What follows belongs to an exercise in optimizing a design on an open flow for small area; a production flow would make more cautious choices.
The RTL was checked by simulation tests, not by an equivalence proof against the original design.

==> module sumtree, before the edit <==
module sumtree(input [24:0] y, output [6:0] S);
  wire t1, t2;
  fadd at1(.a(y[0]), .b(y[7]), .c(y[14]), .s(t1), .co(t2));
  wire t3, t4;
  fadd at3(.a(y[1]), .b(y[7]), .c(y[8]), .s(t3), .co(t4));
  wire t5, t6;
  fadd at5(.a(y[15]), .b(t2), .c(t3), .s(t5), .co(t6));
  wire t7, t8;
  fadd at7(.a(y[2]), .b(y[8]), .c(y[9]), .s(t7), .co(t8));
  wire t9, t10;
  fadd at9(.a(y[16]), .b(t4), .c(t6), .s(t9), .co(t10));
  wire t11, t12;
  fadd at11(.a(y[3]), .b(y[9]), .c(y[10]), .s(t11), .co(t12));
  wire t13, t14;
  fadd at13(.a(y[14]), .b(y[17]), .c(t8), .s(t13), .co(t14));
  wire t15, t16;
  fadd at15(.a(t10), .b(t11), .c(t13), .s(t15), .co(t16));
  wire t17, t18;
  fadd at17(.a(y[4]), .b(y[10]), .c(y[11]), .s(t17), .co(t18));
  wire t19, t20;
  fadd at19(.a(y[15]), .b(y[18]), .c(t12), .s(t19), .co(t20));
  wire t21, t22;
  fadd at21(.a(t14), .b(t16), .c(t17), .s(t21), .co(t22));
  wire t23, t24;
  fadd at23(.a(y[5]), .b(y[11]), .c(y[12]), .s(t23), .co(t24));
  wire t25, t26;
  fadd at25(.a(y[16]), .b(y[19]), .c(y[23]), .s(t25), .co(t26));
  wire t27, t28;
  fadd at27(.a(t18), .b(t20), .c(t22), .s(t27), .co(t28));
  wire t29, t30;
  fadd at29(.a(t23), .b(t25), .c(t27), .s(t29), .co(t30));
  wire t31, t32;
  fadd at31(.a(y[6]), .b(y[12]), .c(y[13]), .s(t31), .co(t32));
  wire t33, t34;
  fadd at33(.a(y[17]), .b(y[20]), .c(y[23]), .s(t33), .co(t34));
  wire t35, t36;
  fadd at35(.a(y[24]), .b(t24), .c(t26), .s(t35), .co(t36));
  wire t37, t38;
  fadd at37(.a(t28), .b(t30), .c(t31), .s(t37), .co(t38));
  wire t39, t40;
  fadd at39(.a(t33), .b(t35), .c(t37), .s(t39), .co(t40));
  wire t41, t42;
  fadd at41(.a(y[13]), .b(y[18]), .c(y[21]), .s(t41), .co(t42));
  wire t43, t44;
  fadd at43(.a(y[24]), .b(t32), .c(t34), .s(t43), .co(t44));
  wire t45, t46;
  fadd at45(.a(t36), .b(t38), .c(t40), .s(t45), .co(t46));
  wire t47, t48;
  fadd at47(.a(t41), .b(t43), .c(t45), .s(t47), .co(t48));
  wire t49, t50;
  fadd at49(.a(y[19]), .b(y[22]), .c(t42), .s(t49), .co(t50));
  wire t51, t52;
  fadd at51(.a(t44), .b(t46), .c(t48), .s(t51), .co(t52));
  wire t53, t54;
  fadd at53(.a(y[20]), .b(y[23]), .c(t50), .s(t53), .co(t54));
  wire t55, t56;
  fadd at55(.a(y[21]), .b(y[24]), .c(t54), .s(t55), .co(t56));
  wire t57, t58;
  fadd at57(.a(t5), .b(t47), .c(t49), .s(t57), .co(t58));
  wire t59, t60;
  fadd at59(.a(t7), .b(t9), .c(t49), .s(t59), .co(t60));
  wire t61, t62;
  fadd at61(.a(t51), .b(t52), .c(t53), .s(t61), .co(t62));
  wire t63, t64;
  fadd at63(.a(t58), .b(t59), .c(t61), .s(t63), .co(t64));
  wire t65, t66;
  fadd at65(.a(t15), .b(t52), .c(t53), .s(t65), .co(t66));
  wire t67, t68;
  fadd at67(.a(t55), .b(t60), .c(t62), .s(t67), .co(t68));
  wire t69, t70;
  fadd at69(.a(t64), .b(t65), .c(t67), .s(t69), .co(t70));
  wire t71, t72;
  fadd at71(.a(t19), .b(t21), .c(t55), .s(t71), .co(t72));
  wire t73, t74;
  fadd at73(.a(y[22]), .b(t56), .c(t66), .s(t73), .co(t74));
  wire t75, t76;
  fadd at75(.a(t68), .b(t70), .c(t71), .s(t75), .co(t76));
  wire t77, t78;
  fadd at77(.a(t29), .b(y[22]), .c(t56), .s(t77), .co(t78));
  wire t79, t80;
  fadd at79(.a(t72), .b(t74), .c(t76), .s(t79), .co(t80));
  wire t81, t82;
  fadd at81(.a(t39), .b(t78), .c(t80), .s(t81), .co(t82));
  wire t83, t84;
  fadd at83(.a(t1), .b(t47), .c(t82), .s(t83), .co(t84));
  wire t85, t86;
  fadd at85(.a(t51), .b(t57), .c(t82), .s(t85), .co(t86));
  wire t87, t88;
  hadd at87(.a(t84), .b(t85), .s(t87), .co(t88));
  wire t89, t90;
  fadd at89(.a(t63), .b(t86), .c(t88), .s(t89), .co(t90));
  wire t91, t92;
  hadd at91(.a(t69), .b(t90), .s(t91), .co(t92));
  wire t93, t94;
  fadd at93(.a(t73), .b(t75), .c(t92), .s(t93), .co(t94));
  wire t95, t96;
  fadd at95(.a(t77), .b(t79), .c(t94), .s(t95), .co(t96));
  wire t97, t98;
  hadd at97(.a(t81), .b(t96), .s(t97), .co(t98));
  wire t99, t100;
  hadd at99(.a(t83), .b(t98), .s(t99), .co(t100));
  wire t101, t102;
  fadd at101(.a(t87), .b(t98), .c(t100), .s(t101), .co(t102));
  wire t103, t104;
  hadd at103(.a(t89), .b(t102), .s(t103), .co(t104));
  wire t105, t106;
  hadd at105(.a(t91), .b(t104), .s(t105), .co(t106));
  wire t107, t108;
  hadd at107(.a(t93), .b(t106), .s(t107), .co(t108));
  wire t109, t110;
  hadd at109(.a(t95), .b(t108), .s(t109), .co(t110));
  assign S = {t97, t109, t107, t105, t103, t101, t99};
endmodule
clock: 250.0 ns
lec_check: 0
abc_area: 0
cap_margin: 20
core_margin: 2
core_utilization: 40
cts_buf_list: sky130_fd_sc_hd__clkbuf_4
slew_margin: 20
synth_hierarchical: 1
synth_minimum_keep_size: 0
standard.sh (not shown) runs the stock make flow with config.mk's settings and CLKGATE_MAP_FILE= SYNTH_SCRIPT=/design/flow/synth_recipe.tcl, a recipe that flattens the netlist after the stock synthesis.
==> flow/flow/run.sh <==
#!/bin/bash
# Layout flow: the standard flow (standard.sh) with two changes:
# - synthesis maps the logic with the area-oriented ABC script flow/abc_map.script in place
#   of ORFS's delay-oriented abc_speed.script (registers are mapped as in the standard
#   synthesis);
# - every input and output port is buffered with sky130_fd_sc_hd__buf_1 instead of the
#   default buffer cell that buffer_ports picks.
# Each step's output goes to synth.log and layout.log here, and ORFS's own logs to orfs/logs.
set -euo pipefail
W=$(pwd)
rm -rf "$W/scripts_area"
cp -r "$FLOW_HOME/scripts" "$W/scripts_area"
cp "$W/flow/abc_map.script" "$W/scripts_area/abc_speed.script"
bash standard.sh SCRIPTS_DIR="$W/scripts_area" synth > "$W/synth.log" 2>&1
bash standard.sh BUFFER_PORTS_ARGS="-buffer_cell sky130_fd_sc_hd__buf_1" > "$W/layout.log" 2>&1
==> flow/flow/abc_map.script <==
strash
&get -n
&dch -f
&nf -a -R 1000
&put
topo
Change:
--- a/flow/design.v
+++ b/flow/design.v
@@ -206,9 +206,11 @@
   wire t107, t108;
   hadd at107(.a(t93), .b(t106), .s(t107), .co(t108));
   wire t109, t110;
   hadd at109(.a(t95), .b(t108), .s(t109), .co(t110));
-  assign S = {t97, t109, t107, t105, t103, t101, t99};
+  wire t111, t112;
+  hadd at111(.a(t97), .b(t110), .s(t111), .co(t112));
+  assign S = {t111, t109, t107, t105, t103, t101, t99};
 endmodule
 module dabble(input [6:0] S, input [6:1] v, output [2:0] gu, output [2:0] gt, output bt, output [2:0] gh, output bh, output [3:0] th);
   wire d1;
   assign d1 = ~(S[5] & S[6]);
- The changed run completed without violations
- wire length went up by about 2%
- synthesized cell count went up by about 0.33%
- area after synthesis went up by 0.48%
- first-iteration DRC count went up by about 14%
- worst hold slack stays flat

-- re-timing with driven ports --
Ports are ideal in the flow. The routed layouts listed here were re-timed in OpenROAD.
Step 1 sets driving cells, clkbuf_16 on the clock port and buf_2 on the other inputs (assumed; they add their load-dependent delay and slew).
Step 2 adds t to the input delays and takes it off the output delays; t is the mean of the earliest and latest rising clock arrival at the registers after step 1. Input paths then give back, and output paths get back, about the clock's delay inside the block.
Three values: no drivers, after step 1, after step 2; two values: the first two.
| run | t (ns) | setup slack, ns | pins driven straight from the clock port |
|---|---|---|---|
| the first run | 0.279 | 131.640 / 131.619 / 131.619 | 1 |
| the second run | 0.284 | 131.219 / 131.198 / 131.198 | 1 |
After both steps every run listed still meets setup and hold.
